This is an optimization exercise on Yosys and OpenROAD, whose aim is small area, not a production implementation. In this exercise RTL edits were held to simulation tests only and were not proved equivalent to the original.

== build 84 ==
## fc_core
module fc_core(
	input logic clk,
	input logic rst,                    
	input logic data_ready,             
	input logic signed[15:0] gyro_x,
	input logic signed[15:0] gyro_y,
	input logic[11:0] ch_throttle,      
	input logic[11:0] ch_roll,          
	input logic[11:0] ch_pitch,         
	input logic[11:0] ch_arm,           
	output logic[11:0] motor_br,        
	output logic[11:0] motor_fr,        
	output logic[11:0] motor_fl,        
	output logic[11:0] motor_bl         
);
	wire[9:0] ly = ch_throttle[9:0];
	wire[9:0] arm = ch_arm[9:0];
	logic[3:0] cnt;
	always @(posedge clk) begin
		if (rst) cnt <= 4'd0;
		else if (data_ready && !cnt[3]) cnt <= cnt + 4'd1;
	end
	wire h0_valid = cnt != 4'd0;
	wire h7_valid = cnt[3];
	logic[22:0] roll_h[0:7], pitch_h[0:7];
	logic[47:0] roll_acc, pitch_acc;
	wire[27:0] roll_d, pitch_d;        
	wire[47:0] roll_acc_next, pitch_acc_next;
	wire[12:0] r, p;
	always @(posedge clk) begin
		if (data_ready) begin
			roll_h[0] <= {roll_d[23:2], roll_d[0]};
			pitch_h[0] <= {pitch_d[23:2], pitch_d[0]};
			for (int k = 1; k < 8; k++) begin
				roll_h[k] <= roll_h[k-1];
				pitch_h[k] <= pitch_h[k-1];
			end
		end
	end
	always @(posedge clk) begin
		if (rst) begin
			roll_acc <= 48'd0;
			pitch_acc <= 48'd0;
		end else begin
			roll_acc <= roll_acc_next;
			pitch_acc <= pitch_acc_next;
		end
	end
	logic armed, prev_lt;
	always @(posedge clk) begin
		if (rst) begin
			armed <= 1'b0;
			prev_lt <= 1'b1;
		end else begin
			prev_lt <= arm < 10'd500;
			if (arm > 10'd500 && prev_lt && ly < 10'd50) armed <= 1'b1;
			if (arm < 10'd500) armed <= 1'b0;
  ...
Size: roughly 2700 cells after synthesis, about 470 flip-flops, roughly 36000 µm² of cells after synthesis.
Settings: LEC_CHECK=0, CAP_MARGIN=20, CORE_MARGIN=2, CORE_UTILIZATION=40, CTS_BUF_LIST=sky130_fd_sc_hd__clkbuf_4 sky130_fd_sc_hd__clkbuf_8, CTS_CLUSTER_DIAMETER=50, CTS_CLUSTER_SIZE=16, GPL_TIMING_DRIVEN=0, SLEW_MARGIN=20, SYNTH_HIERARCHICAL=1; clock period 28.0 ns.
standard.sh (not shown) runs the stock make flow with config.mk's settings and CLKGATE_MAP_FILE= SYNTH_SCRIPT=/design/flow/synth_recipe.tcl, a recipe that flattens the netlist after the stock synthesis.
==> flow/flow/run.sh <==
#!/bin/bash
# The standard layout (standard.sh: the standard synthesis and ORFS steps,
# unchanged), with two layout options passed to ORFS:
#  - port buffers are sky130_fd_sc_hd__buf_1 cells (every port still gets one);
#  - CTS inserts no dummy loads.
# Each ORFS step writes its full log under orfs/logs/; make's output goes to
# standard.log.
set -euo pipefail
bash standard.sh \
  "BUFFER_PORTS_ARGS=-buffer_cell sky130_fd_sc_hd__buf_1" \
  "CTS_ARGS=-sink_clustering_enable -repair_clock_nets -dont_use_dummy_load -sink_clustering_size 16 -sink_clustering_max_diameter 50 -buf_list {sky130_fd_sc_hd__clkbuf_4 sky130_fd_sc_hd__clkbuf_8}" \
  finish > standard.log 2>&1
Build 84 has completed all stages; timing, DRC and antenna checks passed.
### build 84 -> build 22
Settings: CORE_UTILIZATION changed from 40 to 50; PLACE_DENSITY newly set to 0.7.
==> flow/flow/run.sh <==
#!/bin/bash
# The standard layout (standard.sh: the standard synthesis and ORFS steps,
# unchanged), with two layout options passed to ORFS:
#  - port buffers are sky130_fd_sc_hd__buf_2 cells (every port still gets one);
#  - CTS inserts no dummy loads.
# Each ORFS step writes its full log under orfs/logs/; make's output goes to
# standard.log.
set -euo pipefail
bash standard.sh \
  "BUFFER_PORTS_ARGS=-buffer_cell sky130_fd_sc_hd__buf_2" \
  "CTS_ARGS=-sink_clustering_enable -repair_clock_nets -dont_use_dummy_load -sink_clustering_size 16 -sink_clustering_max_diameter 50 -buf_list {sky130_fd_sc_hd__clkbuf_4 sky130_fd_sc_hd__clkbuf_8}" \
  finish > standard.log 2>&1
==> comparison <==
- Summary — final instance area, build 22 relative to build 84: lower, by about 0.9%.
- The setup slack after layout in build 22 sits 20 ps above the value recorded for build 84.
- Lower via count among build 84 and build 22: build 84
- Note that the maximum number of pins on one net before global-route repair recorded for build 22 amounts to 3.0 times the value seen in build 84.
- Count of filler cells inserted in the layout (lower): build 22
- Going from build 84 to build 22, sequential share of layout area grows by 0.30 points.
- Between build 84 and build 22, the flow reports global-route wire length before repair decreasing by a few percent.
- Build 22 has worst slew slack as a fraction of its limit above what build 84 had.
- For the fraction of final layout cells with drive strength greater than 1, build 22 came in 2.8 points higher than build 84 did.
--- input diff build 22..build 26 ---
Settings: CORE_UTILIZATION now 40, was 50; PLACE_DENSITY no longer set, was 0.7.
==> flow/run.sh (new file) <==
#!/bin/bash
# synth_recipe.tcl (not shown) runs the flow's synth.tcl, then flattens the netlist and writes it again
# the make line also repeats each setting of config.mk as NAME=value (left out here)
make -C /OpenROAD-flow-scripts/flow DESIGN_CONFIG=/design/flow/config.mk WORK_HOME=/design/flow/orfs CLKGATE_MAP_FILE= SYNTH_SCRIPT=/design/flow/synth_recipe.tcl finish
removed: flow/flow/run.sh
removed: flow/standard.sh
## What came out
- Build 26: all stages complete, timing, DRC and antenna checks passed
- Lower global-route track usage on met2 was reported by build 26, not build 22.
- Delta (build 26 minus build 22): number of buffers created by CTS rose about 6%.
- Multi-input logic area: build 26 higher than build 22
- Summary of build 26 over build 22: hold slack went up 51 ps; highest achievable clock rate held; final worst-path cycle share went up 0.17 points; setup slack went down 48 ps.
- Summary: with build 22 as the reference, largest net degree at the start of global routing in build 26 moved down by a few percent.
#### Input delta (build 33 over build 26)
Settings: PLACE_DENSITY newly set to 0.75; CORE_UTILIZATION changed from 40 to 60.
==> flow/flow/run.sh (new file) <==
#!/bin/bash
# The standard layout (standard.sh: the standard synthesis and ORFS steps,
# unchanged), with two layout options passed to ORFS:
#  - port buffers are sky130_fd_sc_hd__buf_2 cells (every port still gets one);
#  - CTS inserts no dummy loads.
# Each ORFS step writes its full log under orfs/logs/; make's output goes to
# standard.log.
set -euo pipefail
bash standard.sh \
  "BUFFER_PORTS_ARGS=-buffer_cell sky130_fd_sc_hd__buf_2" \
  "CTS_ARGS=-sink_clustering_enable -repair_clock_nets -dont_use_dummy_load -sink_clustering_size 16 -sink_clustering_max_diameter 50 -buf_list {sky130_fd_sc_hd__clkbuf_4 sky130_fd_sc_hd__clkbuf_8}" \
  finish > standard.log 2>&1
==> flow/standard.sh (new file) <==
#!/bin/bash
# synth_recipe.tcl (not shown) runs the flow's synth.tcl, then flattens the netlist and writes it again
# the make line also repeats each setting of config.mk as NAME=value (left out here)
make -C /OpenROAD-flow-scripts/flow DESIGN_CONFIG=/design/flow/config.mk WORK_HOME=/design/flow/orfs CLKGATE_MAP_FILE= SYNTH_SCRIPT=/design/flow/synth_recipe.tcl "${@:-finish}"
removed: flow/run.sh
[summary]
Compare build 33 and build 26 | standard cell core area lower: build 33
Non-clock buffer contribution to total cell area: higher on build 26
Cmp build 33 vs build 26: final area lower in build 33
Re number of search-and-repair iterations in the first detailed-routing pass: build 26 was lower than build 33.

---

run 3:
fc_core, a different RTL version from the one above (not shown whole).
Size: roughly 2700 cells after synthesis, roughly 470 flip-flops, ~36000 um2 of cells after synthesis.
clock: 28.0 ns
lec_check: 0
cap_margin: 20
core_margin: 2
core_utilization: 40
cts_buf_list: sky130_fd_sc_hd__clkbuf_4 sky130_fd_sc_hd__clkbuf_8
cts_cluster_diameter: 50
cts_cluster_size: 16
gpl_timing_driven: 0
slew_margin: 20
synth_hierarchical: 1
run.sh (not shown) runs the stock make flow with config.mk's settings and CLKGATE_MAP_FILE= SYNTH_SCRIPT=/design/flow/synth_recipe.tcl, a recipe that flattens the netlist after the stock synthesis.
Stock flow here: none of the scripts above is used.
### run 3 -> run 2
# run 3
export LEC_CHECK = 0
export CAP_MARGIN = 20
export CORE_MARGIN = 2
export CORE_UTILIZATION = 40
export CTS_BUF_LIST = sky130_fd_sc_hd__clkbuf_4 sky130_fd_sc_hd__clkbuf_8
export CTS_CLUSTER_DIAMETER = 50
export CTS_CLUSTER_SIZE = 16
export GPL_TIMING_DRIVEN = 0
export SLEW_MARGIN = 20
export SYNTH_HIERARCHICAL = 1
create_clock -name core_clock -period 28.0 [get_ports {clk}]
# run 2
export LEC_CHECK = 0
export CAP_MARGIN = 20
export CORE_MARGIN = 2
export CORE_UTILIZATION = 55
export CTS_BUF_LIST = sky130_fd_sc_hd__clkbuf_4 sky130_fd_sc_hd__clkbuf_8
export CTS_CLUSTER_DIAMETER = 50
export CTS_CLUSTER_SIZE = 20
export SLEW_MARGIN = 20
export SYNTH_HIERARCHICAL = 1
create_clock -name core_clock -period 28.0 [get_ports {clk}]
==> notes.md <==
Re final-layout clock buffer total: run 2 is 10% down on run 3. Run 2: worst setup slack after layout 51 ps above run 3. Cmp run 3 and run 2 / post-detailed-routing wire length / higher: run 3. The launching element of the worst setup path comes out ch_roll[2] in one run and ch_roll[3] in the other, namely in run 2 and run 3 respectively. Run 2 vs. run 3: critical path depth went up by 1.9%. On clock latency at the later pin of the worst-skew pair, run 3 and run 2 are neck and neck. Relative to run 3, remaining max-slew budget at the tightest pin increased by 6.5 points in run 2. Maximum number of pins on one net before global-route repair, run 3 and run 2: larger value in run 2. Sort run 3 and run 2 by footprint of the multi-input gates desc -> top: run 3. Compared run 2 vs run 3, and global-route usage is up in run 2. Re worst hold slack: run 2 is 35 ps down on run 3. Run 2 | status: complete | timing, DRC, antenna: pass.

-- what the ideal ports hide --
The results above use ideal ports. As a check the final layouts listed here were re-extracted and re-timed, cells and wires unchanged.
Step 1: set_driving_cell puts a clkbuf_16 on clk and a buf_2 on each other input, an assumption about the parent block.
Step 2 also shifts input and output timing later by t, the mid clock arrival at the registers, as if the neighbouring blocks saw the same clock.
Slacks: ideal ports / drivers / drivers and shift; pairs: ideal ports / drivers.
run	t, ns	setup WS [ns]	cell pins on the clock port's net
build 84	0.661	0.446 / 0.424 / 0.424	1
build 22	0.663	0.466 / 0.439 / 0.439	1
build 26	0.709	0.418 / 0.381 / 0.381	1
build 33	0.682	0.468 / 0.446 / 0.446	1
run 3	0.707	0.461 / 0.434 / 0.434	1
run 2	0.703	0.512 / 0.467 / 0.467	1
After both steps setup and hold are still met in every run listed. The setup slack of run 2, which loses most, moves by -0.045 ns with the drivers and by -0.045 ns with both steps.
